Background: an optimization exercise with open tools, aiming at small area, a short achievable clock period and few clock cycles per item. Do not read the settings as production practice.
Only simulation tests tie the RTL to the original design; equivalence was not proved.

## booth_multiplier
module booth_multiplier(
	input			clk,
	input			rst_n,
	input [32:0]	data1,
	input [32:0]	data2,
	input			valid_i,
	output			ready_o,
	input			ready_i,
	output			valid_o,
	output [63:0] 	res
);
For scale: ~3000 cells after synthesis, about 220 flip-flops, ~140 I/O pins, roughly 30000 um^2 of cells after synthesis.
==> flow/config.mk <==
export PLATFORM = sky130hd
export DESIGN_NAME = booth_multiplier
export DESIGN_NICKNAME = booth_multiplier
export VERILOG_FILES = /design/flow/design.v
export SDC_FILE = /design/flow/constraint.sdc
export NUM_CORES = 4
export LEC_CHECK = 0
export ABC_AREA = 1
export CAP_MARGIN = 20
export CELL_PAD_IN_SITES_DETAIL_PLACEMENT = 2
export CELL_PAD_IN_SITES_GLOBAL_PLACEMENT = 2
export CORE_MARGIN = 2
export CORE_UTILIZATION = 30
export CTS_CLUSTER_DIAMETER = 100
export CTS_CLUSTER_SIZE = 20
export PLACE_DENSITY = 0.5
export SLEW_MARGIN = 20
export SYNTH_HIERARCHICAL = 1
export SYNTH_MINIMUM_KEEP_SIZE = 0
==> flow/constraint.sdc <==
create_clock -name core_clock -period 32.0 [get_ports {clk}]
set_input_delay 6.4000 -clock core_clock [delete_from_list [all_inputs] [get_ports {clk}]]
set_output_delay 6.4000 -clock core_clock [all_outputs]
set_load 0.01 [all_outputs]
standard.sh (not shown) runs the stock make flow with config.mk's settings and CLKGATE_MAP_FILE= SYNTH_SCRIPT=/design/flow/synth_recipe.tcl, a recipe that flattens the netlist after the stock synthesis.
==> flow/flow/run.sh <==
#!/bin/bash
# The standard layout (standard.sh) with extra ORFS make variables:
#  - port buffers use a plain buffer cell (buf_2) instead of the default choice
#  - flow/extra.txt, if present, holds one more VAR=VALUE per line
set -euo pipefail
ARGS=("BUFFER_PORTS_ARGS=-buffer_cell sky130_fd_sc_hd__buf_2")
if [[ -f flow/extra.txt ]]; then
  while read -r line; do [[ -n "$line" ]] && ARGS+=("$line"); done < flow/extra.txt
fi
bash standard.sh "${ARGS[@]}" finish > make.log 2>&1
Testbench counts at the start, summed over its fixed seeds: cycles 2,064, items 2,048.
Change:
Settings changed: CTS_CLUSTER_SIZE 20 to 24.
Setup slack barely changes; sequential share of layout area is about the same; global-route usage is about the same; hold slack is about the same; wire length barely changes.
Change:
Settings changed: CTS_CLUSTER_DIAMETER 100 to default, CTS_CLUSTER_SIZE 24 to default.
- final cell count went up by 0.42%
- worst setup slack gets worse by 0.018 ns
Change:
Settings changed: CTS_CLUSTER_DIAMETER from default to 120, CTS_CLUSTER_SIZE from default to 30.
Cell count came out lower slightly.
Wire length barely changes.
Via count is about the same.

* * *

Another version of the RTL of booth_multiplier (not shown whole).
For scale: ~3000 cells after synthesis, roughly 220 flip-flops.
==> flow/design.v (excerpt) <==
module booth_multiplier(
	input			clk,
	input			rst_n,
	input [32:0]	data1,
	input [32:0]	data2,
	input			valid_i,
	output			ready_o,
	input			ready_i,
	output			valid_o,
	output [63:0] 	res
);
	reg			va, vs, vr;
	reg			nrdy, vo;
	reg [32:0]	na1, s1, s2;
	reg [16:0]	na_one, na_two;
	reg [15:0]	a_neg;
	reg [63:0]	r;
	wire [63:0]	prod;
	wire		r_free = ~vr | ready_i;
	wire		a_load = r_free | ~va;
	wire		acc = valid_i & ~vs;
	assign ready_o = ~nrdy;
	assign valid_o = vo;
	assign res = r;
	wire [32:0]	b_in = vs ? s2 : data2;
	wire [34:0]	b_ext = {1'b0, b_in, 1'b0};
	wire [16:0]	e_one, e_two;
	wire [15:0]	e_neg;
	genvar j;
	generate
		for (j = 0; j < 17; j = j + 1) begin : enc
			assign e_one[j] = b_ext[2*j+1] ^ b_ext[2*j];
			assign e_two[j] = (b_ext[2*j+2] & ~b_ext[2*j+1] & ~b_ext[2*j]) |
			                  (~b_ext[2*j+2] & b_ext[2*j+1] & b_ext[2*j]);
			if (j < 16) begin : n
				assign e_neg[j] = b_ext[2*j+2];
			end
		end
	endgenerate
	always @(posedge clk or negedge rst_n) begin
		if (!rst_n) begin
			va <= 1'b0;
			vs <= 1'b0;
			vr <= 1'b0;
			nrdy <= 1'b0;
			vo <= 1'b0;
		end else begin
			if (r_free)
				vr <= va;
			vo <= va | (vr & ~ready_i);
			if (a_load)
				va <= vs | acc;
			if (vs)
				vs <= ~r_free;
			else
				vs <= acc & ~a_load;
			nrdy <= vr & ~ready_i & (vs | (valid_i & va));
		end
	end
	always @(posedge clk) begin
		if (a_load) begin
			na1 <= ~(vs ? s1 : data1);
			na_one <= ~e_one;
			na_two <= ~e_two;
			a_neg <= e_neg;
		end
		if (~vs) begin
			s1 <= data1;
			s2 <= data2;
		end
		if (r_free)
			r <= prod;
	end
	mul33 u_mul (.na(na1), .none(na_one), .ntwo(na_two), .neg(a_neg), .p(prod));
endmodule
==> flow/config.mk <==
export PLATFORM = sky130hd
export DESIGN_NAME = booth_multiplier
export DESIGN_NICKNAME = booth_multiplier
export VERILOG_FILES = /design/flow/design.v
export SDC_FILE = /design/flow/constraint.sdc
export NUM_CORES = 4
export LEC_CHECK = 0
export ABC_AREA = 1
export CAP_MARGIN = 20
export CELL_PAD_IN_SITES_DETAIL_PLACEMENT = 2
export CELL_PAD_IN_SITES_GLOBAL_PLACEMENT = 2
export CORE_MARGIN = 2
export CORE_UTILIZATION = 60
export CTS_CLUSTER_DIAMETER = 100
export CTS_CLUSTER_SIZE = 24
export PLACE_DENSITY = 0.75
export SLEW_MARGIN = 20
export SYNTH_HIERARCHICAL = 1
export SYNTH_MINIMUM_KEEP_SIZE = 0
==> flow/constraint.sdc <==
create_clock -name core_clock -period 32.0 [get_ports {clk}]
set_input_delay 6.4000 -clock core_clock [delete_from_list [all_inputs] [get_ports {clk}]]
set_output_delay 6.4000 -clock core_clock [all_outputs]
set_load 0.01 [all_outputs]
Scripts as last shown in full above: flow/flow/run.sh
The first run ended with an error in 3_5_place_dp (DPL-0033).
Testbench counts at the start, summed over its fixed seeds: cycles 2,064, items 2,048.
Next try:
CORE_UTILIZATION = 50   (was 60)
PLACE_DENSITY = 0.65   (was 0.75)
What happened: With this change the flow completed with no timing, DRC or antenna violations; synthesized area is unchanged; synthesized cell count is unchanged.
Next try:
CORE_UTILIZATION = 30   (was 50)
PLACE_DENSITY = 0.5   (was 0.65)
Outcome:
- The changed run produced a clean layout
- die area rises by 65%
- non-clock buffer count rises by 11
- setup slack is better by 0.041 ns
Next try:
==> flow/flow/extra.txt (new file) <==
CTS_ARGS=-sink_clustering_enable -repair_clock_nets -sink_clustering_size 24 -sink_clustering_max_diameter 100 -buf_list sky130_fd_sc_hd__clkbuf_16 -branching_point_buffers_distance 1000 -distance_between_buffers 1000
CORE_UTILIZATION = 50   (was 30)
PLACE_DENSITY = 0.65   (was 0.5)
The new run completed with no timing, DRC or antenna violations.
Cell count decreases by about 14%.
Clock-buffer cell count is lower by 2.
Synthesized area is unchanged.
Design area goes down by about 2.7%.
Utilization grows by 20 points.

* * *

before:
Starting RTL as in the previous note.
export LEC_CHECK = 0
export ABC_AREA = 1
export CAP_MARGIN = 0
export CELL_PAD_IN_SITES_DETAIL_PLACEMENT = 2
export CELL_PAD_IN_SITES_GLOBAL_PLACEMENT = 2
export CORE_MARGIN = 2
export CORE_UTILIZATION = 30
export CTS_CLUSTER_DIAMETER = 100
export CTS_CLUSTER_SIZE = 24
export PLACE_DENSITY = 0.5
export SLEW_MARGIN = 0
export SYNTH_HIERARCHICAL = 1
export SYNTH_MINIMUM_KEEP_SIZE = 0
create_clock -name core_clock -period 32.0 [get_ports {clk}]
Scripts as last shown in full above: flow/flow/run.sh
Testbench counts of before, summed over its fixed seeds: cycles 2,064, items 2,048.
[inputs] after vs before
Settings: swapping 0 for 20 in SLEW_MARGIN; swapping 0 for 20 in CAP_MARGIN.
==> flow/flow/extra.txt (new file) <==
CTS_ARGS=-sink_clustering_enable -repair_clock_nets -sink_clustering_size 24 -sink_clustering_max_diameter 100 -buf_list sky130_fd_sc_hd__clkbuf_16 -branching_point_buffers_distance 1000 -distance_between_buffers 1000
--- outcome ---
Comparing after with before, the wire length on met1 came out essentially unchanged.
before and after ended up with nearly the same average wire length per cell after detail routing.
Reported for before and after, global-route met1 utilization turned out identical to the last digit.
Clock buffer count in after vs before: down 1
From before to after, overall routing resource usage did not move at all.
Die area across before and after: no real change.
On area growth from synthesis to layout, before and after are neck and neck.
Proportion of synthesized flip-flops having asynchronous set or reset came out exactly the same in before and after.
after: done, clean on timing, DRC and antenna
Changes observed in after relative to before: worst setup slack roughly the same; DRC violation count after routing roughly the same; clock-cell share of area roughly the same.

[separate check: timing with driven ports]
The flow's constraints put no driver on any port. The routed layouts listed below were extracted and timed again, unchanged, in two steps.
Step 1, drivers: a clkbuf_16 drives clk and a buf_2 each remaining input, both assumed.
Step 2 times the ports against the registers' clock, not the clock port: input delays grow and output delays shrink by t, the midpoint of the rising clock arrivals with the driver on.
Slacks: ideal ports / drivers / drivers and shift; pairs: ideal ports / drivers.
run | t (ns) | setup WS [ns] | hold slack, ns | clock arrival spread, ns | slew at the worst register clock pin (ns)
the first run of note 1 | 0.673 | 24.381 / 24.310 / 23.915 | 0.461 / 0.461 / 0.461 | 0.045 / 0.044 | 0.09 / 0.09
the second run of note 1 | 0.669 | 24.382 / 24.309 / 23.914 | 0.459 / 0.459 / 0.459 | 0.024 / 0.025 | 0.10 / 0.10
the third run of note 1 | 0.710 | 24.365 / 24.291 / 23.908 | 0.452 / 0.452 / 0.452 | 0.026 / 0.027 | 0.07 / 0.07
the fourth run of note 1 | 0.661 | 24.402 / 24.323 / 23.913 | 0.464 / 0.464 / 0.464 | 0.042 / 0.042 | 0.11 / 0.11
the second run of note 2 | 0.654 | 24.392 / 24.327 / 24.133 | 0.489 / 0.489 / 0.489 | 0.045 / 0.046 | 0.10 / 0.10
the third run of note 2 | 0.657 | 24.433 / 24.361 / 24.298 | 0.480 / 0.480 / 0.480 | 0.027 / 0.027 | 0.11 / 0.11
the fourth run of note 2 | 0.653 | 24.393 / 24.328 / 24.136 | 0.489 / 0.489 / 0.489 | 0.046 / 0.046 | 0.10 / 0.10
before | 0.657 | 24.433 / 24.361 / 24.057 | 0.480 / 0.480 / 0.480 | 0.027 / 0.027 | 0.11 / 0.11
after | 0.657 | 24.433 / 24.361 / 24.298 | 0.480 / 0.480 / 0.480 | 0.027 / 0.027 | 0.11 / 0.11
After both steps every run listed still meets setup and hold. For the fourth run of note 1, which loses most, drivers alone change the setup slack by -0.079 ns; drivers and shift together by -0.489 ns.
